What follows belongs to an exercise in optimizing a design on an open flow for small area, a short achievable clock period and few clock cycles; a production flow would make more cautious choices.
No run shown here included a check of the RTL's function; only the layout flow was run.
Power is estimated from default activity; no workload was simulated.

--- config.mk ---
export PLATFORM = sky130hd
export DESIGN_NAME = demosaic
export DESIGN_NICKNAME = demosaic
export VERILOG_FILES = /design/flow/design.v
export SDC_FILE = /design/flow/constraint.sdc
export NUM_CORES = 4
export LEC_CHECK = 0
export CAP_MARGIN = 20
export CORE_MARGIN = 2
export CORE_UTILIZATION = 40
export CTS_BUF_LIST = sky130_fd_sc_hd__clkbuf_8
export SETUP_SLACK_MARGIN = 3
export SLEW_MARGIN = 20
--- constraint.sdc ---
create_clock -name core_clock -period 5.5 [get_ports {clk}]
set_input_delay 1.1000 -clock core_clock [delete_from_list [all_inputs] [get_ports {clk}]]
set_output_delay 1.1000 -clock core_clock [all_outputs]
set_load 0.01 [all_outputs]
--- design.v ---
module demosaic(clk, reset, in_en, data_in, wr_r, addr_r, wdata_r, rdata_r, wr_g, addr_g, wdata_g, rdata_g, wr_b, addr_b, wdata_b, rdata_b, done);
input clk;
input reset;
input in_en;
input [7:0] data_in;
output reg wr_r;
output reg [13:0] addr_r;
output reg [7:0] wdata_r;
input [7:0] rdata_r;
output reg wr_g;
output reg [13:0] addr_g;
output reg [7:0] wdata_g;
input [7:0] rdata_g;
output reg wr_b;
output reg [13:0] addr_b;
output reg [7:0] wdata_b;
input [7:0] rdata_b;
output reg done;
localparam M_STREAM = 2'd0, M_LAST = 2'd1, M_POST = 2'd2;
reg [1:0] mode;
reg [13:0] pos;
reg pre;          
reg last;         
reg q0, q1, q2;   
reg [7:0] mo_p, mo_q, uo;    
reg [8:0] vr;                
reg [9:0] vm;                
reg [7:0] to_q, me_b;        
reg [8:0] p1, p2;            
reg [7:0] te;                
reg [8:0] w_a, w_b;          
wire stream = (mode == M_STREAM);
wire [5:0] rb = pos[13:8];
wire [5:0] cb = pos[6:1];
wire [5:0] radj = rb + (pos[7] ? 6'h3f : 6'h01);
wire [5:0] cadj = cb + (stream ? 6'h3f : 6'h01);
wire [5:0] c6p2 = cb + 6'd2;
wire is_r = ~pos[7] &  pos[0];
wire is_b =  pos[7] & ~pos[0];
wire is_g = ~(is_r | is_b);
wire post = (mode == M_POST) & ~done;
wire [5:0] s  = rb;
wire [5:0] c6 = cb;
wire [5:0] sm = radj;          
wire fin = q1 & last & (s == 6'd63);    
wire [8:0] rl = mo_p + mo_q;
wire [9:0] rd = vm + rdata_b;
wire [7:0] sum_r = q0 ? rl[8:1] : q1 ? vr[8:1] : rd[9:2];
wire [9:0] tg = p1 + p2;
wire [7:0] sum_g = tg[9:2];
wire [8:0] bl = te + rdata_r;
wire [9:0] bd = w_a + w_b;
wire [7:0] sum_b = q0 ? bl[8:1] : q1 ? bd[9:2] : w_b[8:1];
always @(posedge clk or posedge reset) begin
    if (reset) begin
        mode <= M_STREAM;
        done <= 1'b0;
    end else begin
        case (mode)
            M_STREAM: if (in_en && (&pos)) mode <= M_LAST;
            M_LAST:   mode <= M_POST;
            default:  if (post && fin) done <= 1'b1;
        endcase
    end
end
always @(posedge clk) begin
    if (reset) begin
        pos <= 14'd0;
        wr_r <= 1'b0; wr_g <= 1'b0; wr_b <= 1'b0;
    end else if (mode == M_STREAM) begin
        wr_r <= in_en; wr_g <= in_en; wr_b <= in_en;
        if (in_en) pos <= pos + 14'd1;
    end else if (mode == M_LAST) begin
        wr_r <= 1'b0; wr_g <= 1'b0; wr_b <= 1'b0;
        pos <= {6'd0, 1'b0, 6'd63, 1'b0};
        pre <= 1'b1; last <= 1'b0;
        q0 <= 1'b1; q1 <= 1'b0; q2 <= 1'b0;
    end else if (post) begin
        q0 <= q2 | (q1 & last);
        q1 <= q0;
        q2 <= q1 & ~last;
        if (q0 & last) pos[13:8] <= sm;        
        if (q1 & last) begin
            pre <= 1'b1; last <= 1'b0;
        end
        if (q2) begin
            pre <= 1'b0; pos[6:1] <= cadj; last <= (c6 == 6'd62);
        end
        wr_r <= (q0 & ~pre) | (q1 & ~last & ~pre) | q2;
        wr_g <= (q0 & ~pre & ~last) | q2;
        wr_b <= (q0 & ~pre & ~last) | (q1 & ~last & ~pre) | q2;
    end else begin
        wr_r <= 1'b0; wr_g <= 1'b0; wr_b <= 1'b0;
    end
end
always @(posedge clk) begin
    if (q0) te <= rdata_r;
    if (q1) begin
        mo_p <= mo_q; mo_q <= rdata_g;
        to_q <= rdata_b;
    end
    if (q2) uo <= rdata_b;
    if (q2) me_b <= rdata_g;
    else if (q0 & pre) me_b <= rdata_b;    
end
always @(posedge clk) begin
    w_b <= q0 ? rdata_r + rdata_g : w_b;
    w_a <= w_b;                         
    vr  <= uo + mo_q;                   
    vm  <= vr + rdata_g;                
    p1  <= me_b + to_q;                 
    p2  <= rdata_r + (q1 ? rdata_b : rdata_g);
end
reg ra_r, ra_g, c_r, c_g, c_b;       
reg ra_b;
reg c2_g;                            
reg r0_r, r0_g, r0_b, k0_r, k0_g, k0_b;    
always @(*) begin
    if (stream) begin
        ra_r = is_g; ra_g = is_b; ra_b = is_r;
        c_r = ~is_r; c_g = ~is_g; c_b = ~is_b; c2_g = 1'b0;
        r0_r = pos[7]; r0_g = pos[7]; r0_b = pos[7];
        k0_r = pos[0]; k0_g = pos[0]; k0_b = pos[0];
    end else if (q0) begin           
        ra_r = 1'b1; ra_g = 1'b1; ra_b = 1'b0;
        c_r = 1'b0; c_g = 1'b0; c_b = 1'b0; c2_g = 1'b0;
        r0_r = 1'b0; r0_g = 1'b0; r0_b = 1'b1;
        k0_r = 1'b0; k0_g = 1'b1; k0_b = 1'b1;
    end else if (q1 & ~last) begin   
        ra_r = 1'b0; ra_g = 1'b1; ra_b = 1'b1;
        c_r = 1'b0; c_g = 1'b0; c_b = 1'b0; c2_g = 1'b1;
        r0_r = 1'b1; r0_g = 1'b0; r0_b = 1'b0;
        k0_r = 1'b1; k0_g = 1'b0; k0_b = 1'b1;
    end else if (q2) begin           
        ra_r = 1'b0; ra_g = 1'b0; ra_b = 1'b1;
        c_r = 1'b1; c_g = 1'b1; c_b = 1'b1; c2_g = 1'b0;
        r0_r = 1'b1; r0_g = 1'b1; r0_b = 1'b0;
        k0_r = 1'b0; k0_g = 1'b0; k0_b = 1'b0;
    end else begin                   
        ra_r = 1'b0; ra_g = 1'b0; ra_b = 1'b1;
        c_r = 1'b0; c_g = 1'b0; c_b = 1'b0; c2_g = 1'b0;
        r0_r = 1'b1; r0_g = 1'b1; r0_b = 1'b0;
        k0_r = 1'b0; k0_g = 1'b0; k0_b = 1'b0;
    end
end
always @(posedge clk) begin
    if (mode[0]) begin
        addr_r <= {7'd1, 7'd126}; addr_g <= {7'd1, 7'd126}; addr_b <= {7'd2, 7'd126};
    end else begin
        addr_r <= {ra_r ? radj : rb, r0_r, c_r ? cadj : cb, k0_r};
        addr_g <= {ra_g ? radj : rb, r0_g, c2_g ? c6p2 : c_g ? cadj : cb, k0_g};
        addr_b <= {ra_b ? radj : rb, r0_b, c_b ? cadj : cb, k0_b};
    end
    if (stream) begin
        wdata_r <= data_in; wdata_g <= data_in; wdata_b <= data_in;
    end else begin
        wdata_r <= sum_r; wdata_g <= sum_g; wdata_b <= sum_b;
    end
end
endmodule
--- flow/run.sh ---
#!/bin/bash
# Standard layout, but with small port buffers instead of the delay-cell
# default that buffer_ports picks.
cp standard.sh standard_sh_copy.log
export BUFFER_PORTS_ARGS="-buffer_cell sky130_fd_sc_hd__buf_1"
bash standard.sh > standard.log 2>&1
--- standard.sh ---
#!/bin/bash
# synth_recipe.tcl (not shown) runs the flow's synth.tcl, then flattens the netlist and writes it again
# the make line also repeats each setting of config.mk as NAME=value (left out here)
make -C /OpenROAD-flow-scripts/flow DESIGN_CONFIG=/design/flow/config.mk WORK_HOME=/design/flow/orfs CLKGATE_MAP_FILE= SYNTH_SCRIPT=/design/flow/synth_recipe.tcl "${@:-finish}"
==> run summary, run 1 <==
* Die area at 26,100 sq um
* CTS H-tree lvls at 4
* Io pins at ~110
* Met3 wire len at 977 um
* Final Slew Violations at 0
* Post-DP HPWL at about 17,000 um
* FILL cells at about 2,400
* Post-DP Area at around 11,000 sq um
* Later-pin clock latency in the skew report at roughly 460 ps
* Root buffer cell: clkbuf_8
* CP cell instances: buf_2, and2_4, fa_2, a21o_1, a21o_4, a2111oi_4, a41oi_1, a21oi_1, a211oi_1
* Primary FF master, synth: dfxtp_1
* Worst path required time at slightly below 6000 ps
* Cell area after layout at approximately 11,000 sq um
* CTS max path bufs at 2
* Met1 wire length at 12,200 um
* Critical-path maximum fanout at 5
* CP endpoint kind: flip-flop
* Nets at between 1,000 and 1,500
* Initial antenna violation count at 0
* Avg Cell Area, Syn at between 10 and 15 sq um
* Routed vias at between 7,000 and 8,000
* Post-Syn Nets at about 1,100
* DR top layer: met4
* Ant diodes at 0
* Critical Path AT at approximately 2800 ps
* Clock Skew at 20.8 ps
* Status: no timing/DRC/antenna violations
* Seq/Total Area, Yosys at between 40% and 50%
* CTS buffer count at 17
* Die extent in y at roughly 160 um
* Crit-path slowest cell: fa_2
* Final Hold Fails at 0
* Drt initial violations at 378
* Vias in the first global route at between 7,000 and 8,000
* Fin util at 46.0%
* Antenna viol nets, final at 0
* Met2 WL at between 10,000 and 15,000 um
* Remaining DRCs at 0
* Startpoint class of the critical path: primary input
* Total GRT Usage at between 10% and 20%
* Worst hold path type: reg -> reg
* Hold buffers post-CTS at 0
* P_leak at 4.52 nW
* WL per Instance at approximately 17 um
* Via density at between 5 and 6
* Fraction of registers with async set/reset at about 1.5%
* CP Buf/Inv Count at 1
* Maximum vdd drop at 0.137 mV
* GR Overflow Total at 0
* EDFF count, synth at 62
* Die X at 162 um
* Pwr Density at between 300 and 400 nW/um^2
* Final worst path period need at roughly 2500 ps
* 1st-pass router iterations at 5
* Worst hold slack at approximately 400 ps
* TritonCTS clock tree: done
* Max stage delay on crit path at between 300 and 400 ps
* Max-cap viol count at 0
* Std-Cell Rows at 57
* Fin crit share at roughly 45%
* Starting density of the core at around two fifths
* FMAX at slightly above 400 MHz
* RSZ-0062 raised after global routing: yes
* Core area at roughly 24,000 sq um
* Port Buffers at ~100
* Worst-Margin Slew at 981 ps
* Crit path kind: in -> reg
* Area delta synth->final at 12.8%
* # clock sinks at ~190
* # setup viols final at 0
* Clk slew on worst S/H paths at ~100 ps
* Gpl congestion at between 0.8 and 0.9
* Synth Cell Area at 9940 sq um
* Slew HR at between 30% and 40%
* First-pass GRT wire length at 37,900 um
* Crit-path leading delay family: compound AO/OA/AOI/OAI gates
* Syn Inst Count at around 960
* Detailed Route WL at about 24,000 um
* Post-synth cell types at between 70 and 80
* Sum Neg Setup Slack at 0 ps
* Synth warn at 1
* Pin count of the biggest net entering global routing at 38
* #FFs+latches synth at between 150 and 200
* Share of cells above drive strength 1 at ~10%
==> final timing paths <==
check | slack [ps] | start | endpoint | depth (start not counted)
setup reg to reg | 3110 | mode[1] | addr_r[6] | 8
min in group asynchronous | 940 | reset | mode[1] | 2
hold reg to reg | 400 | w_b[6] | w_a[6] | 0
setup / recovery | 3040 | rdata_r[0] | wdata_b[5] | 9
max in group asynchronous | 4370 | reset | mode[1] | 2
hold / removal | 400 | w_b[6] | w_a[6] | 0
==> cell type report <==
class | count | area, sq um | share of cell area (%)
multi-input cells | 702 | 5290 | 47.1
repair buffers | 113 | 484 | 4.32
flip-flops and latches | 194 | 4520 | 40.4
clock inverters | 14 | 150 | 1.34
well taps | 324 | 405 | 3.62
repair inverters | 1 | 5.00 | 0.0446
inverters | 27 | 110 | 0.982
clock buffers | 18 | 248 | 2.21
==> metal layers <==
metal,track usage (%),vias up
li1,-,3697
met1,27.2,3472
met2,28.6,154
met3,3.24,17
met4,4.75,0
met5,0,-
==> where the power goes <==
part	total [mW]	leakage, nW	internal (mW)	switching [mW]
sequential	1.79	1.72	1.70	0.0949
clock	0.956	0.221	0.454	0.502
combinational	1.05	2.58	0.465	0.583
==> registers in the layout (all words and copies together) (netlist names), 2 cells and up <==
name / cells
addr_b: 14
addr_g: 14
addr_r: 14
pos: 14
vm: 10
p1: 9
p2: 9
vr: 9
w_a: 9
w_b: 9
me_b: 8
mo_p: 8
mo_q: 8
te: 8
to_q: 8
uo: 8
wdata_b: 8
wdata_g: 8
wdata_r: 8
mode: 2
==> timing repair <==
item	in CTS	in global routing
endpoints found under the setup margin	61	45
cloned	0	1
gates resized for setup	10	20
pin swaps	1	5
buffers inserted	1	2
==> kinds of logic (layout without fill, tap and decap cells) <==
family	after synthesis	count (layout)	synth area share (%)
buffers and inverters	63	173	2.88
XOR/XNOR	75	75	6.61
flip-flops	194	194	45.5
AO/OA/AOI/OAI	253	253	17.0
multiplexers	34	34	3.64
adder cells (fa/ha/maj)	98	98	13.0
AND/OR/NAND/NOR	242	242	11.4
==> stage by stage <==
step | setup slack, ps | instances | total power, mW
detailed placement | 2170 | 1357 | 2.85
floorplan | 2550 | 959 | 2.57
CTS | 2940 | 1390 | 3.81
finish | 3040 | 1393 | 3.79
global placement | 2220 | 1357 | 2.83
global route | 2960 | 1393 | 4.04
==> Yosys cell counts (9+ instances only) <==
cell type,count,area share (%)
fa_1,9,1.8
clkbuf_1,15,0.57
nand2_1,76,2.9
nor3_1,25,1.3
mux2i_1,17,1.7
dfxtp_1,129,26
o211ai_1,12,0.91
nand2b_1,9,0.57
a211oi_1,13,0.98
edfxtp_1,62,19
a221oi_1,9,0.79
a21o_1,29,2.2
mux2_2,17,1.9
nand3_1,15,0.76
xnor2_1,58,5.1
buf_2,11,0.55
a21oi_1,71,3.6
inv_1,26,0.98
ha_1,89,11
nor2_1,69,2.6
xor2_1,17,1.5
o21ai_0,52,2.6
==> cells in the final DEF, fill, tap and decap left out, types with 28 or more instances in the layout <==
cell and count:
xnor2_1 58, dfxtp_1 128, edfxtp_1 62, o21ai_0 49, ha_1 88, inv_1 31, a21oi_1 65, nor2_1 69
nand2_1 76, buf_1 99, a21o_1 28
==> inputs of run 2 (changes only) <==
--- a/config.mk
+++ b/config.mk
@@ -11,3 +11,3 @@
 export CTS_BUF_LIST = sky130_fd_sc_hd__clkbuf_8
-export SETUP_SLACK_MARGIN = 3
+export SETUP_SLACK_MARGIN = 3.2
 export SLEW_MARGIN = 20
==> run 2 against run 1 <==
  * Still clean on timing, DRC and antenna
  * Clock power shrank 2.4%
  * Clock skew hardly changed
  * Global-route usage is 0.56 points higher
  * Cell count is 2.0% higher
  * Fmax increased by 2.5%
  * Combinational power increased by 9.5%
  * Hold slack improved by 7.2 ps
  * Die area did not move
  * Worst setup slack improved by 61 ps
  * Sequential cell count unchanged
  * Wire length up 2.9%
  * Register-to-register slack improved by 50 ps
  * Highest routed layer unchanged
==> run summary, run 2 <==
* Cell area after layout at 11,800 sq um (was 11,200 sq um)
* Worst path required time at 5830 ps (about the same)
* Commonest non-fill, non-tap cell in the layout: dfxtp_1 (unchanged)
* Detailed Route WL at 24,600 um (was 23,900 um)
* Post-Syn Nets at 1,092 (unchanged)
* Hold Path Cell Cnt at 0 (unchanged)
* Fin crit share at 43.6% (was 44.7%)
* Maximum vdd drop at 0.158 mV (was 0.137 mV)
* Gpl congestion at 0.865 (was 0.826)
* # clock sinks at 194 (unchanged)
* CTS buffer count at 17 (unchanged)
* FMAX at 417 MHz (was 406 MHz)
* Register-to-Register Setup Slack at 3160 ps (was 3110 ps)
* Synth area leaders: dfxtp_1 (26%), edfxtp_1 (19%), ha_1 (11%) (unchanged)
* Area delta synth->final at 19.0% (was 12.8%)
* Root buffer cell: clkbuf_8 (unchanged)
* Worst r2r src: q1 (was mode[1])
* Logic gate share of total power at 29.6% (was 27.6%)
* Std-Cell Rows at 57 (unchanged)
* Switching share of power at 31.9% (was 31.1%)
* Port Buffers at 104 (unchanged)
* Via density at 5.30 (was 5.27)
* GR Overflow Total at 0 (unchanged)
* Max-cap viol count at 0 (unchanged)
* Hold buffers post-CTS at 0 (unchanged)
* Slew HR at 32.6% (was 34.6%)
* Worst r2r path cells at 10 (was 8)
* P_leak at 4.73 nW (was 4.52 nW)
* CP endpoint kind: flip-flop (unchanged)
* Top-count cell post-synth: dfxtp_1 (unchanged)
* Ant diodes at 0 (unchanged)
* Die X at 162 um (unchanged)
* 1st-pass router iterations at 5 (unchanged)
* Post-DP Area at 10,900 sq um (was 10,700 sq um)
* WL per Instance at 17.3 um (was 17.2 um)
* Startpoint class of the critical path: primary input (unchanged)
* Final worst path period need at 2400 ps (was 2460 ps)
* Fin util at 48.5% (was 46.0%)
* Nets at 1,217 (was 1,189)
* Post-DP HPWL at 17,500 um (was 17,400 um)
* # setup viols final at 0 (unchanged)
* Most frequent cells in the layout: dfxtp_1 (124), buf_1 (91), nand2_1 (76) (was dfxtp_1 (128), buf_1 (99), ha_1 (88))
* Die extent in y at 162 um (unchanged)
* Antenna viol nets, final at 0 (unchanged)
* Synth warn at 1 (unchanged)
* Core area at 24,400 sq um (unchanged)
* Final Hold Fails at 0 (unchanged)
* Pin count of the biggest net entering global routing at 35 (was 38)
* Io pins at 105 (unchanged)
* Clock Skew at 21.0 ps (was 20.8 ps)
* Largest area contributor in the netlist: dfxtp_1 (unchanged)
* Clock power share at 24.0% (was 25.2%)
* Share of cells above drive strength 1 at 17.9% (was 10.3%)
* Seq/Total Area, Yosys at 45.5% (unchanged)
* CTS H-tree lvls at 4 (unchanged)
* Syn Inst Count at 959 (unchanged)
* Worst hold path type: reg -> reg (unchanged)
* Remaining DRCs at 0 (unchanged)
* Crit path kind: in -> reg (unchanged)
* RSZ-0062 raised after global routing: yes (unchanged)
* Synth Cell Area at 9940 sq um (unchanged)
* Sum Neg Setup Slack at 0 ps (unchanged)
* Worst reg2reg endpoint: p2[6] (was addr_r[6])
* Clk slew on worst S/H paths at 100 ps (about the same)
* Sequential share of power at 46.3% (was 47.2%)
* First-pass GRT wire length at 39,000 um (was 37,900 um)
* Internal power at 2.64 mW (was 2.62 mW)
* Routed vias at 7,531 (was 7,340)
* EDFF count, synth at 62 (unchanged)
* Critical Path AT at 2730 ps (was 2790 ps)
* Post-synth top area share at 26.0% (unchanged)
* CTS max path bufs at 2 (unchanged)
* Total GRT Usage at 19.2% (was 18.6%)
* Worst-Margin Slew at 1010 ps (was 981 ps)
* Initial antenna violation count at 0 (unchanged)
* Pwr Density at 328 nW/um^2 (was 338 nW/um^2)
* Starting density of the core at 40.7% (unchanged)
* Fraction of registers with async set/reset at 1.55% (unchanged)
* TritonCTS clock tree: done (unchanged)
* Final Slew Violations at 0 (unchanged)
* Primary FF master, synth: dfxtp_1 (unchanged)
* Commonest cells in the netlist: dfxtp_1 (129), ha_1 (89), nand2_1 (76) (unchanged)
* Drt initial violations at 392 (was 378)
* Post-synth cell types at 77 (unchanged)
* Die area at 26,100 sq um (unchanged)
* Later-pin clock latency in the skew report at 480 ps (was 460 ps)
* Critical-path maximum fanout at 5 (unchanged)
* Avg Cell Area, Syn at 10.4 sq um (unchanged)
* Net Sw Power at 1.24 mW (was 1.18 mW)
* Hold path start: w_b[6] (unchanged)
* #FFs+latches synth at 194 (unchanged)
* Vias in the first global route at 7,357 (was 7,154)
* WHS Endpoint: w_a[6] (unchanged)
* Status: no timing/DRC/antenna violations (unchanged)
run 2: cell counts after synthesis:
No cell type changed its count.
run 2: routing by layer:
metal  part of all wire [%]  GRT usage (%)  vias up
met1                     50           27.6     3615
met5                      0              0        -
li1                       -              -     3750
met3                    4.7           3.34       16
met4                    1.1           4.83        0
met2                     44           29.9      150
run 2: kinds of logic (layout without fill, tap and decap cells):
| group | count (synthesis) | in the layout | share of synthesized area [%] |
|---|---|---|---|
| flip-flops | 194 | 194 | 45.5 |
| AND/OR/NAND/NOR | 242 | 243 | 11.4 |
| AO/OA/AOI/OAI | 253 | 253 | 17.0 |
| XOR/XNOR | 75 | 75 | 6.61 |
| adder cells (fa/ha/maj) | 98 | 98 | 13.0 |
| multiplexers | 34 | 34 | 3.64 |
| buffers and inverters | 63 | 200 | 2.88 |
run 2: area by class of cell:
type                    instances  area, sq um
flip-flops and latches        194         4530
multi-input cells             703         5610
clock inverters                14          139
inverters                      27          106
well taps                     324          405
repair buffers                141          793
clock buffers                  18          248
fillers                      2316        12600
run 2: worst max path at each step:
stage / cells after the start / to / start / slack [ps]
floorplan: 10 / p2[6] / q1 / 2550
global placement: 9 / p2[7] / rdata_g[1] / 2060
CTS: 9 / p2[7] / rdata_g[1] / 3040
detailed placement: 9 / p2[7] / rdata_g[1] / 2020
global route: 10 / p2[6] / q1 / 3020
finish: 9 / wdata_b[5] / rdata_r[0] / 3100
run 2: repair_timing:
| action | in CTS | in global routing |
|---|---|---|
| resized for setup | 31 | 34 |
| pin swaps | 14 | 28 |
| endpoints found under the setup margin | 78 | 30 |
| cloned | 1 | 1 |
| setup buffers | 18 | 13 |
run 2: power groups by stage:
stage | combinational, mW | clock, mW | sequential [mW]
2_1_floorplan | 0.785 | 0 | 1.85
3_3_place_gp | 1.08 | 0 | 1.83
3_5_place_dp | 1.10 | 0 | 1.83
4_1_cts | 1.13 | 0.963 | 1.80
5_1_grt | 1.29 | 1.02 | 1.82
6_report | 1.15 | 0.933 | 1.80
run 2: per-stage QoR:
step / setup slack (ps) / total power, mW / hold WS, ps / std cells
global placement: 2060 / 2.91 / 383 / 1356
floorplan: 2550 / 2.64 / 369 / 959
global route: 3020 / 4.13 / 411 / 1421
finish: 3100 / 3.88 / 403 / 1421
detailed placement: 2020 / 2.93 / 390 / 1356
CTS: 3040 / 3.89 / 401 / 1407
run 2: worst max-delay path: stages:
cell and delay [ps]:
buf_6 120, and2_4 140, fa_2 350, a21o_1 180, a21o_4 240, a2111oi_4 280, a41oi_1 70, a21oi_1 190
a211oi_1 70
==> inputs of run 3 (changes only) <==
--- a/config.mk
+++ b/config.mk
@@ -11,3 +11,3 @@
 export CTS_BUF_LIST = sky130_fd_sc_hd__clkbuf_8
-export SETUP_SLACK_MARGIN = 3.2
+export SETUP_SLACK_MARGIN = 3.4
 export SLEW_MARGIN = 20
==> run 3 against run 2 <==
  * Synthesized cell count unchanged
  * Wire length up 8.8%
  * Highest routed layer unchanged
  * Synthesized area unchanged
  * Critical path type unchanged
  * Via count up 6.2%
  * Cell count up 3.9%
==> run summary, run 3 <==
* Status: no timing/DRC/antenna violations (unchanged)
* CTS max path bufs at 2 (unchanged)
* Avg Cell Area, Syn at 10.4 sq um (unchanged)
* #FFs+latches synth at 194 (unchanged)
* P_leak at 5.26 nW (was 4.73 nW)
* Detailed Route WL at 26,800 um (was 24,600 um)
* Critical Path AT at 2700 ps (was 2730 ps)
* Port Buffers at 104 (unchanged)
* WL per Instance at 18.1 um (was 17.3 um)
* Starting density of the core at 40.7% (unchanged)
* Total power draw at 4.00 mW (was 3.88 mW)
* FMAX at 427 MHz (was 417 MHz)
* Worst path required time at 5860 ps (was 5830 ps)
* Die extent in y at 162 um (unchanged)
* Hold Path Cell Cnt at 0 (unchanged)
* Fraction of registers with async set/reset at 1.55% (unchanged)
* TritonCTS clock tree: done (unchanged)
* DP Worst Slack at 2000 ps (was 2020 ps)
* Final worst path period need at 2340 ps (was 2400 ps)
* # clock sinks at 194 (unchanged)
* Fin crit share at 42.5% (was 43.6%)
* Slew HR at 59.2% (was 32.6%)
* Root buffer cell: clkbuf_8 (unchanged)
* Vias in the first global route at 7,529 (was 7,357)
* Pwr Density at 311 nW/um^2 (was 328 nW/um^2)
* Commonest non-fill, non-tap cell in the layout: dfxtp_1 (unchanged)
* Routed vias at 8,001 (was 7,531)
* Syn Inst Count at 959 (unchanged)
* Io pins at 105 (unchanged)
* CP endpoint kind: flip-flop (unchanged)
* Primary FF master, synth: dfxtp_1 (unchanged)
* Hold buffers post-CTS at 0 (unchanged)
* Pin count of the biggest net entering global routing at 35 (unchanged)
* Core area at 24,400 sq um (unchanged)
* Via density at 5.42 (was 5.30)
* First-pass GRT wire length at 40,100 um (was 39,000 um)
* Final Slew Violations at 0 (unchanged)
* RSZ-0062 raised after global routing: yes (unchanged)
* M3 GR Usage at 3.26% (was 3.34%)
* 1st-pass router iterations at 5 (unchanged)
* Initial antenna violation count at 1 (was 0)
* Die area at 26,100 sq um (unchanged)
* GR Util met1 at 29.0% (was 27.6%)
* Largest area contributor in the netlist: dfxtp_1 (unchanged)
* Remaining DRCs at 0 (unchanged)
* Std-Cell Rows at 57 (unchanged)
* Worst r2r path cells at 9 (was 10)
* Fin worst setup slack at 3160 ps (was 3100 ps)
* Maximum vdd drop at 0.158 mV (about the same)
* CTS H-tree lvls at 4 (unchanged)
* Later-pin clock latency in the skew report at 480 ps (about the same)
* Most frequent cells in the layout: dfxtp_1 (114), nand2_1 (72), ha_1 (66) (was dfxtp_1 (124), buf_1 (91), nand2_1 (76))
* Synth warn at 1 (unchanged)
* Drt initial violations at 591 (was 392)
* Worst hold slack at 398 ps (was 403 ps)
* Top-count cell post-synth: dfxtp_1 (unchanged)
* Post-Syn Nets at 1,092 (unchanged)
* Sum Neg Setup Slack at 0 ps (unchanged)
* Nets at 1,271 (was 1,217)
* Commonest cells in the netlist: dfxtp_1 (129), ha_1 (89), nand2_1 (76) (unchanged)
* Post-DP HPWL at 17,600 um (was 17,500 um)
* Max-cap viol count at 0 (unchanged)
* GR peak layer: met2 (unchanged)
* # setup viols final at 0 (unchanged)
* Seq/Total Area, Yosys at 45.5% (unchanged)
* Gpl congestion at 0.840 (was 0.865)
* Critical-path maximum fanout at 3 (was 5)
* EDFF count, synth at 62 (unchanged)
* FILL cells at 2,252 (was 2,316)
* Crit path kind: in -> reg (unchanged)
* Die X at 162 um (unchanged)
* CTS buffer count at 17 (unchanged)
* Total GRT Usage at 19.9% (was 19.2%)
* Share of cells above drive strength 1 at 29.4% (was 17.9%)
* Post-synth top area share at 26.0% (unchanged)
* Worst hold path type: reg -> reg (unchanged)
* Synth Cell Area at 9940 sq um (unchanged)
* Final Hold Fails at 0 (unchanged)
* Synth area leaders: dfxtp_1 (26%), edfxtp_1 (19%), ha_1 (11%) (unchanged)
* Worst-Margin Slew at 612 ps (was 1010 ps)
* GR Overflow Total at 0 (unchanged)
* Met2 GRT Util at 30.7% (was 29.9%)
* Post-synth cell types at 77 (unchanged)
* Startpoint class of the critical path: primary input (unchanged)
* Clock Skew at 31.7 ps (was 21.0 ps)
* Antenna viol nets, final at 0 (unchanged)
* Clk slew on worst S/H paths at 100 ps (about the same)
* Area delta synth->final at 29.4% (was 19.0%)
run 3: cell count changes in the layout (fill, tap and decap cells not counted), moves of 6 or more:
cell / delta
dfxtp_1: -10
a21oi_2: +10
buf_4: +32
buf_2: +6
ha_1: -6
dfxtp_2: +8
a21oi_1: -11
o21ai_2: +6
clkbuf_2: +15
o21ai_0: -10
buf_6: +15
buf_1: -28
run 3: what timing repair did:
item	CTS	global route
buffers inserted	49	29
pin swaps	43	64
setup endpoints to repair	100	95
cloned	5	3
gates resized for setup	108	118
run 3: layout make-up:
class                   instances  area, sq um  area share (%)
diodes                          1         2.50          0.0195
clock buffers                  19          262            2.03
clock inverters                13         86.3           0.671
inverters                      27          124           0.963
multi-input cells             705         6010            46.8
flip-flops and latches        194         4550            35.4
well taps                     324          405            3.15
repair buffers                191         1410            10.9
repair inverters                2         13.8           0.107
run 3: worst max-delay path, stage by stage:
cell and delay [ps]:
buf_12 100, and2_4 150, fa_2 330, a21o_1 180, a21o_1 200, buf_6 140
a211oi_2 170, o21bai_1 90, a21oi_1 130, o211ai_1 110
run 3: per-layer routing:
metal	share of wire, %	routed length, um
met5	0	0
met4	1.4	369
met3	5.8	1570
met2	45	12000
met1	48	12800
run 3: report_power, final:
group | switching [mW] | internal, mW | total, mW | leakage (nW)
clock | 0.537 | 0.338 | 0.875 | 0.193
combinational | 0.679 | 0.639 | 1.32 | 3.34
sequential | 0.107 | 1.70 | 1.80 | 1.72
total | 1.32 | 2.67 | 4.00 | 5.26
run 3: metrics by stage:
stage               std cells  util, %  instance area (sq um)
finish                   1476     52.7                  12900
global route             1476     52.7                  12900
CTS                      1443     49.9                  12200
detailed placement       1357     45.1                  11000
global placement         1357     45.1                  11000
floorplan                 959        -                  10400
run 3: final timing paths:
| check | start | end | slack (ps) |
|---|---|---|---|
| setup / recovery | rdata_r[0] | wdata_b[7] | 3160 |
| hold / removal | w_b[5] | w_a[5] | 400 |
| setup reg to reg | q1 | p2[8] | 3270 |
| hold reg to reg | w_b[5] | w_a[5] | 400 |
| max in group asynchronous | reset | mode[0] | 4430 |
| min in group asynchronous | reset | mode[1] | 900 |
run 3: logic make-up after synthesis:
group | count (synthesis) | synth area share [%]
buffers and inverters | 63 | 2.88
muxes | 34 | 3.64
AOI/OAI and AO/OA | 253 | 17.0
adders and majority gates | 98 | 13.0
DFF | 194 | 45.5
xor gates and xnor gates | 75 | 6.61
and+or+nand+nor | 242 | 11.4
==> inputs of run 4 (changes only) <==
--- a/config.mk
+++ b/config.mk
@@ -11,3 +11,3 @@
 export CTS_BUF_LIST = sky130_fd_sc_hd__clkbuf_8
-export SETUP_SLACK_MARGIN = 3.4
+export SETUP_SLACK_MARGIN = 3.1
 export SLEW_MARGIN = 20
==> run 4 against run 3 <==
  * Die area unchanged
  * Largest cell class unchanged
  * Cell count decreased by 4.3%
  * Global-route usage decreased by 0.73 points
  * Highest routed layer unchanged
  * Still clean
  * Hold slack improved by 11 ps
  * Fmax decreased by 4.2%
  * Total power increased by 0.29%
  * Wire length decreased by 8.9%
  * Critical path depth unchanged
  * Combinational power decreased by 14%
  * First-iteration DRC count decreased by 4.2%
  * Largest power group unchanged
  * Cell area decreased by 9.7%
  * Synthesized area unchanged
==> run summary, run 4 <==
* Crit path kind: in -> reg (unchanged)
* Via density at 5.31 (was 5.42)
* Routed vias at 7,501 (was 8,001)
* Post-Syn Nets at 1,092 (unchanged)
* Drt initial violations at 566 (was 591)
* Pwr Density at 345 nW/um^2 (was 311 nW/um^2)
* EDFF count, synth at 62 (unchanged)
* Clock power share at 27.0% (was 21.9%)
* Starting density of the core at 40.7% (unchanged)
* Critical-path maximum fanout at 4 (was 3)
* Share of cells above drive strength 1 at 14.5% (was 29.4%)
* CTS H-tree lvls at 4 (unchanged)
* Die X at 162 um (unchanged)
* Status: no timing/DRC/antenna violations (unchanged)
* Syn Inst Count at 959 (unchanged)
* Ant diodes at 0 (was 1)
* Antenna viol nets, final at 0 (unchanged)
* Crit path depth at 10 (unchanged)
* Slew HR at 36.5% (was 59.2%)
* Max-cap viol count at 0 (unchanged)
* Port Buffers at 104 (unchanged)
* CP endpoint kind: flip-flop (unchanged)
* Detailed Route WL at 24,400 um (was 26,800 um)
* CTS buffer count at 17 (unchanged)
* #FFs+latches synth at 194 (unchanged)
* Commonest cells in the netlist: dfxtp_1 (129), ha_1 (89), nand2_1 (76) (unchanged)
* Worst hold path type: reg -> reg (unchanged)
* CTS max path bufs at 2 (unchanged)
* # setup viols final at 0 (unchanged)
* P_leak at 4.67 nW (was 5.26 nW)
* Sum Neg Setup Slack at 0 ps (unchanged)
* Remaining DRCs at 0 (unchanged)
* Final Slew Violations at 0 (unchanged)
* Std-Cell Rows at 57 (unchanged)
* GR Overflow Total at 0 (unchanged)
* Fin crit share at 44.4% (was 42.5%)
* Clock Skew at 15.7 ps (was 31.7 ps)
* Max stage delay on crit path at 330 ps (about the same)
* Logic gate share of total power at 28.2% (was 33.0%)
* Cell Count, Final, Fillers Out at 1,412 (was 1,476)
* Most frequent cells in the layout: dfxtp_1 (128), buf_1 (91), ha_1 (81) (was dfxtp_1 (114), nand2_1 (72), ha_1 (66))
* Primary FF master, synth: dfxtp_1 (unchanged)
* Die extent in y at 162 um (unchanged)
* Post-synth cell types at 77 (unchanged)
* Post-Place Cells at 1,356 (was 1,357)
* Die area at 26,100 sq um (unchanged)
* Worst r2r path cells at 9 (unchanged)
* Pin count of the biggest net entering global routing at 35 (unchanged)
* Top-count cell post-synth: dfxtp_1 (unchanged)
* Post-DP HPWL at 17,800 um (was 17,600 um)
* Synth warn at 1 (unchanged)
* Crit-path slowest cell: fa_2 (unchanged)
* Io pins at 105 (unchanged)
* WL per Instance at 17.3 um (was 18.1 um)
* FMAX at 409 MHz (was 427 MHz)
* Core area at 24,400 sq um (unchanged)
* Crit-path leading delay family: compound AO/OA/AOI/OAI gates (unchanged)
* Clk slew on worst S/H paths at 90 ps (was 100 ps)
* Root buffer cell: clkbuf_8 (unchanged)
* Commonest non-fill, non-tap cell in the layout: dfxtp_1 (unchanged)
* Synth area leaders: dfxtp_1 (26%), edfxtp_1 (19%), ha_1 (11%) (unchanged)
* Later-pin clock latency in the skew report at 480 ps (about the same)
* 1st-pass router iterations at 5 (unchanged)
* Maximum vdd drop at 0.150 mV (was 0.158 mV)
* # clock sinks at 194 (unchanged)
* Worst-Margin Slew at 952 ps (was 612 ps)
* Hold buffers post-CTS at 0 (unchanged)
* First-pass GRT wire length at 39,200 um (was 40,100 um)
* Avg Cell Area, Syn at 10.4 sq um (unchanged)
* Nets at 1,208 (was 1,271)
* Cell area after layout at 11,600 sq um (was 12,900 sq um)
* Switching share of power at 31.1% (was 33.1%)
* Post-DP Area at 10,800 sq um (was 11,000 sq um)
* Fraction of registers with async set/reset at 1.55% (unchanged)
* Gpl congestion at 0.820 (was 0.840)
* Worst hold slack at 409 ps (was 398 ps)
* Final worst path period need at 2440 ps (was 2340 ps)
* Final Hold Fails at 0 (unchanged)
* TritonCTS clock tree: done (unchanged)
* Largest area contributor in the netlist: dfxtp_1 (unchanged)
* Post-synth top area share at 26.0% (unchanged)
* Worst path required time at 5860 ps (about the same)
* Vias in the first global route at 7,341 (was 7,529)
* Area delta synth->final at 16.9% (was 29.4%)
* Hold Path Cell Cnt at 0 (unchanged)
* Seq/Total Area, Yosys at 45.5% (unchanged)
* Sequential share of power at 44.9% (was 45.1%)
* CP cell instances: buf_12, and2_4, fa_2, a21o_1, a21o_4, buf_4, a211oi_2, o21bai_1, a21oi_1, o211ai_1 (was buf_12, and2_4, fa_2, a21o_1, a21o_1, buf_6, a211oi_2, o21bai_1, a21oi_1, o211ai_1)
* Initial antenna violation count at 0 (was 1)
* Critical Path AT at 2800 ps (was 2700 ps)
* CP Buf/Inv Count at 2 (unchanged)
* Internal power at 2.76 mW (was 2.67 mW)
* RSZ-0062 raised after global routing: yes (unchanged)
* Total GRT Usage at 19.2% (was 19.9%)
* Startpoint class of the critical path: primary input (unchanged)
* Net Sw Power at 1.24 mW (was 1.32 mW)
* Synth Cell Area at 9940 sq um (unchanged)
[run 4: per-stage QoR]
stage                     utilization (%)  worst slack, ps  power, mW
after floorplan                         -             2550       2.63
after global placement               44.3             2190       2.91
after detailed placement             44.3             2140       2.93
after CTS                            46.9             3060       4.01
after global routing                 47.6             3030       4.25
final                                47.6             3060       4.01
[run 4: path summary, 6_finish.rpt]
check / from / to / slack [ps]
setup / recovery: rdata_r[0] / wdata_b[7] / 3060
hold / removal: w_b[8] / w_a[8] / 410
setup reg to reg: q1 / p2[8] / 3220
hold reg to reg: w_b[8] / w_a[8] / 410
max in group asynchronous: reset / mode[0] / 4410
min in group asynchronous: reset / done / 910
[run 4: metal layers]
metal / routed length (um) / up-vias / share of wire [%] / track usage [%]
li1: - / 3730 / - / -
met3: 1100 / 30 / 4.5 / 2.62
met1: 12100 / 3567 / 50 / 28.0
met4: 432 / 0 / 1.8 / 5.51
met2: 10700 / 174 / 44 / 29.6
met5: 0 / - / 0 / 0
[run 4: logic make-up (layout without fill, tap and decap cells)]
| family | Yosys count | in the layout | share of synthesized area, % |
|---|---|---|---|
| compound gates | 253 | 253 | 17.0 |
| simple gates | 242 | 242 | 11.4 |
| flops | 194 | 194 | 45.5 |
| fa+ha+maj | 98 | 98 | 13.0 |
| xor+xnor | 75 | 75 | 6.61 |
| buf+inv | 63 | 192 | 2.88 |
| mux | 34 | 34 | 3.64 |
[run 4: layout make-up]
cell class | instances | area (sq um)
fill | 2346 | 12800
multi-input combinational | 702 | 5450
sequential | 194 | 4520
timing repair buffer | 133 | 673
tap | 324 | 405
clock buffer | 18 | 248
clock inverter | 14 | 208
inverter | 27 | 106
[run 4: power groups by stage]
stage | sequential, mW | combinational [mW] | clock (mW)
2_1_floorplan | 1.85 | 0.774 | 0
3_3_place_gp | 1.84 | 1.07 | 0
3_5_place_dp | 1.84 | 1.09 | 0
4_1_cts | 1.80 | 1.11 | 1.10
5_1_grt | 1.82 | 1.26 | 1.17
6_report | 1.80 | 1.13 | 1.08
[run 4: repair_timing]
item,4_1_cts,5_1_grt
endpoints found under the setup margin,57,42
pin swaps,14,21
buffers inserted,13,11
resized for setup,23,26
==> inputs of run 5 (changes only) <==
--- a/config.mk
+++ b/config.mk
@@ -9,5 +9,5 @@
 export CORE_MARGIN = 2
-export CORE_UTILIZATION = 40
+export CORE_UTILIZATION = 50
 export CTS_BUF_LIST = sky130_fd_sc_hd__clkbuf_8
-export SETUP_SLACK_MARGIN = 3.1
+export SETUP_SLACK_MARGIN = 3
 export SLEW_MARGIN = 20
==> run 5 against run 4 <==
  * Clock power decreased by 12%
  * Fmax decreased by 0.71%
  * Worst setup slack lost 17 ps
  * Global-route usage is 3.2 points higher
  * Wire length shrank 5.8%
  * Still clean
  * Sequential power about the same
  * Clock skew fell by 2.1 ps
==> run summary, run 5 <==
* First-pass GRT wire length at 37,100 um (was 39,200 um)
* Share of cells above drive strength 1 at 10.4% (was 14.5%)
* Remaining DRCs at 0 (unchanged)
* # setup viols final at 0 (unchanged)
* Fin crit share at 44.7% (was 44.4%)
* Cell area after layout at 11,100 sq um (was 11,600 sq um)
* Gpl congestion at 0.876 (was 0.820)
* Maximum vdd drop at 0.170 mV (was 0.150 mV)
* Largest area contributor in the netlist: dfxtp_1 (unchanged)
* Total GRT Usage at 22.4% (was 19.2%)
* Max stage delay on crit path at 310 ps (was 330 ps)
* Synth warn at 1 (unchanged)
* Drt initial violations at 492 (was 566)
* Hold buffers post-CTS at 0 (unchanged)
* Syn Inst Count at 959 (unchanged)
* Xor/xnor share of the synthesized area at 6.61% (unchanged)
* Avg Cell Area, Syn at 10.4 sq um (unchanged)
* Largest family of logic cells by synthesized area: compound AO/OA/AOI/OAI gates (unchanged)
* 1st-pass router iterations at 5 (unchanged)
* Post-DP HPWL at 16,600 um (was 17,800 um)
* DP Worst Slack at 2210 ps (was 2140 ps)
* # clock sinks at 194 (unchanged)
* Antenna viol nets, final at 0 (unchanged)
* Final Hold Fails at 0 (unchanged)
* Clk slew on worst S/H paths at 100 ps (was 90 ps)
* Pwr Density at 340 nW/um^2 (was 345 nW/um^2)
* Std-Cell Rows at 51 (was 57)
* Post-synth top area share at 26.0% (unchanged)
* Initial antenna violation count at 0 (unchanged)
* Worst reg2reg endpoint: p2[6] (was p2[8])
* Seq/Total Area, Yosys at 45.5% (unchanged)
* RSZ-0062 raised after global routing: yes (unchanged)
* Cell Count, Final, Fillers Out at 1,336 (was 1,412)
* Hold path start: w_b[7] (was w_b[8])
* Worst-Margin Slew at 1080 ps (was 952 ps)
* Io pins at 105 (unchanged)
* Simple-Gate Fraction of Synth Area at 11.4% (unchanged)
* Most frequent cells in the layout: dfxtp_1 (129), buf_1 (98), ha_1 (88) (was dfxtp_1 (128), buf_1 (91), ha_1 (81))
* Worst hold slack at 406 ps (was 409 ps)
* Post-DP Area at 10,600 sq um (was 10,800 sq um)
* Vias in the first global route at 7,123 (was 7,341)
* Fraction of registers with async set/reset at 1.55% (unchanged)
* Die X at 145 um (was 162 um)
* Sum Neg Setup Slack at 0 ps (unchanged)
* WL per Instance at 17.2 um (was 17.3 um)
* Commonest non-fill, non-tap cell in the layout: dfxtp_1 (unchanged)
* Critical Path AT at 2840 ps (was 2800 ps)
* Critical-path maximum fanout at 5 (was 4)
* Post-Place Cells at 1,299 (was 1,356)
* Worst path required time at 5880 ps (was 5860 ps)
* CP cell instances: buf_1, ha_1, nor3_1, a211oi_4, a221oi_2, o21bai_1, xnor2_1, a21oi_1 (was buf_12, and2_4, fa_2, a21o_1, a21o_4, buf_4, a211oi_2, o21bai_1, a21oi_1, o211ai_1)
* Final Slew Violations at 0 (unchanged)
* Pin count of the biggest net entering global routing at 35 (unchanged)
* CTS max path bufs at 2 (unchanged)
* Core area at 19,500 sq um (was 24,400 sq um)
* Fin util at 57.2% (was 47.6%)
* Top-count cell post-synth: dfxtp_1 (unchanged)
* #FFs+latches synth at 194 (unchanged)
* Worst hold path type: reg -> reg (unchanged)
* CTS H-tree lvls at 4 (unchanged)
* Root buffer cell: clkbuf_8 (unchanged)
* WHS Endpoint: w_a[7] (was w_a[8])
* CP endpoint kind: flip-flop (unchanged)
* Clock Skew at 13.6 ps (was 15.7 ps)
* Fin worst setup slack at 3040 ps (was 3060 ps)
* Worst r2r path cells at 9 (unchanged)
* Post-synth cell types at 77 (unchanged)
* EDFF count, synth at 62 (unchanged)
* TritonCTS clock tree: done (unchanged)
* Crit path kind: in -> reg (unchanged)
* GR Overflow Total at 0 (unchanged)
* Post-Syn Nets at 1,092 (unchanged)
* Mux cell area share after synthesis at 3.64% (unchanged)
* Detailed Route WL at 23,000 um (was 24,400 um)
* P_leak at 4.52 nW (was 4.67 nW)
* Die extent in y at 145 um (was 162 um)
* Ant diodes at 0 (unchanged)
* Routed vias at 7,376 (was 7,501)
* Hold Path Cell Cnt at 0 (unchanged)
* Via density at 5.52 (was 5.31)
* Primary FF master, synth: dfxtp_1 (unchanged)
* Worst r2r src: q1 (unchanged)
* Later-pin clock latency in the skew report at 480 ps (about the same)
* Commonest cells in the netlist: dfxtp_1 (129), ha_1 (89), nand2_1 (76) (unchanged)
* Nets at 1,191 (was 1,208)
* Area delta synth->final at 12.0% (was 16.9%)
* Die area at 21,000 sq um (was 26,100 sq um)
* FMAX at 407 MHz (was 409 MHz)
* Starting density of the core at 51.1% (was 40.7%)
* Slew HR at 27.9% (was 36.5%)
* Max-cap viol count at 0 (unchanged)
* Startpoint class of the critical path: primary input (unchanged)
* Synth area leaders: dfxtp_1 (26%), edfxtp_1 (19%), ha_1 (11%) (unchanged)
* Total power draw at 3.79 mW (was 4.01 mW)
* CTS buffer count at 17 (unchanged)
* Status: no timing/DRC/antenna violations (unchanged)
* Register-to-Register Setup Slack at 3140 ps (was 3220 ps)
* Crit-path slowest cell: nor3_1 (was fa_2)
* Synth Cell Area at 9940 sq um (unchanged)
* Compound-Gate Fraction of Synth Area at 17.0% (unchanged)
* Post-synthesis adder-cell area fraction at 13.0% (unchanged)
* Final worst path period need at 2460 ps (was 2440 ps)
* Port Buffers at 104 (unchanged)
run 5: kinds of logic after synthesis:
kind of cell,count (synthesis)
muxes,34
buffers and inverters,63
and+or+nand+nor,242
adders and majority gates,98
xor gates and xnor gates,75
DFF,194
AOI/OAI and AO/OA,253
run 5: timing repair:
action | CTS | global route
setup endpoints to repair | 30 | 17
gates resized for setup | 6 | 14
pin swaps | 2 | 3
gates cloned | 1 | 0
buffers inserted | 3 | 1
run 5: worst max path at each step:
stage	from	endpoint	slack (ps)	depth (start not counted)
floorplan	q1	p2[6]	2550	10
global placement	rdata_g[1]	p2[7]	2230	9
detailed placement	rdata_g[1]	p2[7]	2210	9
CTS	rdata_r[0]	wdata_b[5]	3010	9
global route	rdata_b[2]	wdata_r[5]	2990	8
finish	rdata_b[3]	wdata_r[6]	3040	8
run 5: layer usage:
layer | part of all wire [%] | global-route usage [%]
met5 | 0 | 0
met4 | 1.2 | 6.19
met1 | 50 | 33.1
met3 | 5.8 | 4.43
met2 | 43 | 33.3
run 5: where the power goes:
part | switching (mW) | internal [mW] | total, mW | leakage (nW)
Combinational | 0.583 | 0.465 | 1.05 | 2.59
Clock | 0.508 | 0.446 | 0.954 | 0.210
Sequential | 0.0905 | 1.70 | 1.79 | 1.72
run 5: final cells by class:
| class | count | area [sq um] |
|---|---|---|
| Clock buffer | 17 | 234 |
| Clock inverter | 15 | 166 |
| Fill cell | 1753 | 8330 |
| Inverter | 27 | 106 |
| Multi-Input combinational cell | 703 | 5290 |
| Sequential cell | 194 | 4520 |
| Tap cell | 265 | 332 |
| Timing Repair Buffer | 115 | 488 |
run 5: worst max-delay path, delay by kind of cell:
kind                     cells  cell delay [ps]
AND/OR/NAND/NOR              1              310
buffers and inverters        1              180
XOR/XNOR                     1              130
adder cells (fa/ha/maj)      1              290
AO/OA/AOI/OAI                4              820
==> inputs of run 6 (changes only) <==
--- a/config.mk
+++ b/config.mk
@@ -11,3 +11,3 @@
 export CTS_BUF_LIST = sky130_fd_sc_hd__clkbuf_8
-export SETUP_SLACK_MARGIN = 3
+export SETUP_SLACK_MARGIN = 3.2
 export SLEW_MARGIN = 20
==> run 6 against run 5 <==
  * Critical endpoint is now wdata_b[5]
  * Die area is the same
  * Synthesized cell count is the same
  * Sequential cell count is the same
  * Highest routed layer unchanged
==> run summary, run 6 <==
* Clock Skew at 18.9 ps (was 13.6 ps)
* Pwr Density at 331 nW/um^2 (was 340 nW/um^2)
* Startpoint class of the critical path: primary input (unchanged)
* Max-cap viol count at 0 (unchanged)
* Worst hold path type: reg -> reg (unchanged)
* Gpl congestion at 0.825 (was 0.876)
* Final worst path period need at 2420 ps (was 2460 ps)
* #FFs+latches synth at 194 (unchanged)
* Nets at 1,213 (was 1,191)
* Final Slew Violations at 0 (unchanged)
* Commonest non-fill, non-tap cell in the layout: dfxtp_1 (unchanged)
* Routed vias at 7,492 (was 7,376)
* Ant diodes at 0 (unchanged)
* Share of cells above drive strength 1 at 16.0% (was 10.4%)
* EDFF count, synth at 62 (unchanged)
* # setup viols final at 0 (unchanged)
* Starting density of the core at 51.1% (unchanged)
* Footprint of the multi-input gates at 5570 sq um (was 5290 sq um)
* Post-synthesis adder-cell area fraction at 13.0% (unchanged)
* Cell area after layout at 11,700 sq um (was 11,100 sq um)
* Synth Cell Area at 9940 sq um (unchanged)
* Seq/Total Area, Yosys at 45.5% (unchanged)
* Post-DP Area at 10,900 sq um (was 10,600 sq um)
* CTS max path bufs at 2 (unchanged)
* Antenna viol nets, final at 0 (unchanged)
* Most frequent cells in the layout: dfxtp_1 (127), buf_1 (90), nand2_1 (76) (was dfxtp_1 (129), buf_1 (98), ha_1 (88))
* Via density at 5.52 (about the same)
* Post-DP HPWL at 17,100 um (was 16,600 um)
* Std-Cell Rows at 51 (unchanged)
* GR Overflow Total at 0 (unchanged)
* Crit path kind: in -> reg (unchanged)
* Hold buffers post-CTS at 0 (unchanged)
* Later-pin clock latency in the skew report at 470 ps (was 480 ps)
* FMAX at 413 MHz (was 407 MHz)
* Port Buffers at 104 (unchanged)
* Primary FF master, synth: dfxtp_1 (unchanged)
* Max stage delay on crit path at 380 ps (was 310 ps)
* Remaining DRCs at 0 (unchanged)
* RSZ-0062 raised after global routing: yes (unchanged)
* WL per Instance at 17.6 um (was 17.2 um)
* Critical Path AT at 2740 ps (was 2840 ps)
* CTS H-tree lvls at 4 (unchanged)
* Synth warn at 1 (unchanged)
* Die X at 145 um (unchanged)
* Register-to-Register Setup Slack at 3220 ps (was 3140 ps)
* Final Hold Fails at 0 (unchanged)
* Total GRT Usage at 22.7% (was 22.4%)
* Mux cell area share after synthesis at 3.64% (unchanged)
* 1st-pass router iterations at 4 (was 5)
* P_leak at 4.73 nW (was 4.52 nW)
* Die area at 21,000 sq um (unchanged)
* CP cell instances: buf_12, and2_4, fa_2, a21o_1, a21o_1, a2111oi_4, a41oi_2, a21oi_1, a211oi_1 (was buf_1, ha_1, nor3_1, a211oi_4, a221oi_2, o21bai_1, xnor2_1, a21oi_1)
* Root buffer cell: clkbuf_8 (unchanged)
* Syn Inst Count at 959 (unchanged)
* First-pass GRT wire length at 37,600 um (was 37,100 um)
* Pin count of the biggest net entering global routing at 33 (was 35)
* Fin util at 60.0% (was 57.2%)
* Simple-Gate Fraction of Synth Area at 11.4% (unchanged)
* Fin crit share at 44.0% (was 44.7%)
* Avg Cell Area, Syn at 10.4 sq um (unchanged)
* Fraction of registers with async set/reset at 1.55% (unchanged)
* Clk slew on worst S/H paths at 90 ps (was 100 ps)
* Xor/xnor share of the synthesized area at 6.61% (unchanged)
* # clock sinks at 194 (unchanged)
* Crit-path leading delay family: compound AO/OA/AOI/OAI gates (unchanged)
* Drt initial violations at 335 (was 492)
* Largest area contributor in the netlist: dfxtp_1 (unchanged)
* Vias in the first global route at 7,257 (was 7,123)
* TritonCTS clock tree: done (unchanged)
* Sum Neg Setup Slack at 0 ps (unchanged)
* Synth area leaders: dfxtp_1 (26%), edfxtp_1 (19%), ha_1 (11%) (unchanged)
* Maximum vdd drop at 0.167 mV (was 0.170 mV)
* Post-Syn Nets at 1,092 (unchanged)
* Most frequent CP cell: a21o_1
* Detailed Route WL at 23,900 um (was 23,000 um)
* CP endpoint kind: flip-flop (unchanged)
* Initial antenna violation count at 0 (unchanged)
* Area delta synth->final at 17.5% (was 12.0%)
* Largest family of logic cells by synthesized area: compound AO/OA/AOI/OAI gates (unchanged)
* Critical-path maximum fanout at 3 (was 5)
* Top-count cell post-synth: dfxtp_1 (unchanged)
* Crit-path slowest cell: fa_2 (was nor3_1)
* Slew HR at 55.8% (was 27.9%)
* Flip-flop and latch area at 4530 sq um (was 4520 sq um)
* Core area at 19,500 sq um (unchanged)
* Commonest cells in the netlist: dfxtp_1 (129), ha_1 (89), nand2_1 (76) (unchanged)
* Worst path required time at 5820 ps (was 5880 ps)
* CP Buf/Inv Count at 1 (unchanged)
* Post-synth top area share at 26.0% (unchanged)
* Compound-Gate Fraction of Synth Area at 17.0% (unchanged)
* Worst-Margin Slew at 662 ps (was 1080 ps)
* FILL cells at 1,712 (was 1,753)
* Status: no timing/DRC/antenna violations (unchanged)
* Die extent in y at 145 um (unchanged)
* CTS buffer count at 17 (unchanged)
* Post-synth cell types at 77 (unchanged)
* Io pins at 105 (unchanged)
## run 6: cell counts after synthesis
No cell type changed its count.
## run 6: kinds of logic after synthesis
group	after synthesis
compound gates	253
buf+inv	63
xor+xnor	75
flops	194
fa+ha+maj	98
simple gates	242
mux	34
## run 6: path summary, 6_finish.rpt
| path | startpoint | depth (start not counted) | to |
|---|---|---|---|
| min in group asynchronous | reset | 3 | mode[1] |
| min reg2reg | w_b[8] | 0 | w_a[8] |
| max | rdata_r[0] | 9 | wdata_b[5] |
| max in group asynchronous | reset | 3 | mode[0] |
| min | w_b[8] | 0 | w_a[8] |
| max reg2reg | q1 | 9 | p2[6] |
## run 6: through the flow
stage / power (mW) / hold slack [ps] / setup WS [ps] / std cells
6_report: 3.87 / 401 / 3080 / 1358
5_1_grt: 4.09 / 434 / 2980 / 1358
4_1_cts: 3.86 / 408 / 3050 / 1351
3_5_place_dp: 2.93 / 389 / 2040 / 1298
3_3_place_gp: 2.92 / 382 / 2070 / 1298
2_1_floorplan: 2.64 / 369 / 2550 / 959
## run 6: layout make-up
cell class                      count  area share [%]
Multi-Input combinational cell    702            47.7
Sequential cell                   194            38.8
Timing Repair Buffer              138            6.63
Tap cell                          265            2.84
Clock buffer                       18            2.12
Clock inverter                     14            1.09
Inverter                           27           0.911
## run 6: timing repair
item	4_1_cts	5_1_grt
gates resized for setup	33	28
pin swaps	27	30
gates cloned	1	0
buffers inserted	20	7
endpoints found under the hold margin	0	0
setup endpoints to repair	76	32
## run 6: layer usage
layer,share of wire [%],GRT usage (%)
met1,43,28.2
met2,51,40.7
met3,3.5,2.92
met4,2.0,7.87
met5,0,0
## run 6: power breakdown
| part | internal (mW) | switching (mW) |
|---|---|---|
| Clock | 0.409 | 0.492 |
| Combinational | 0.551 | 0.618 |
| Sequential | 1.70 | 0.101 |
| Total | 2.66 | 1.21 |

[afterwards: timing with drivers on the ports]
In the flow no input, the clock included, has a driving cell. The finished layouts below were timed again as built, in two steps.
Step 1: set_driving_cell puts a clkbuf_16 on clk and a buf_2 on each other input, an assumption about the parent block.
Step 2 also shifts input and output timing later by t, the mid clock arrival at the registers, as if the neighbouring blocks saw the same clock.
a / b / c = ideal ports / drivers / drivers and shift; a / b = the first two.
run | t (ns) | slack for setup (ns) | worst hold slack (ns)
run 1 | 0.492 | 3.039 / 3.056 / 2.564 | 0.396 / 0.396 / 0.396
run 2 | 0.506 | 3.100 / 3.107 / 2.601 | 0.403 / 0.403 / 0.403
run 3 | 0.504 | 3.160 / 3.153 / 2.648 | 0.398 / 0.398 / 0.398
run 4 | 0.510 | 3.058 / 3.046 / 2.536 | 0.409 / 0.409 / 0.409
run 5 | 0.509 | 3.040 / 3.061 / 2.552 | 0.406 / 0.406 / 0.406
run 6 | 0.499 | 3.077 / 3.068 / 2.569 | 0.401 / 0.401 / 0.401
After both steps every run listed still meets setup and hold. For run 4, which loses most, drivers alone change the setup slack by -0.012 ns; drivers and shift together by -0.522 ns.
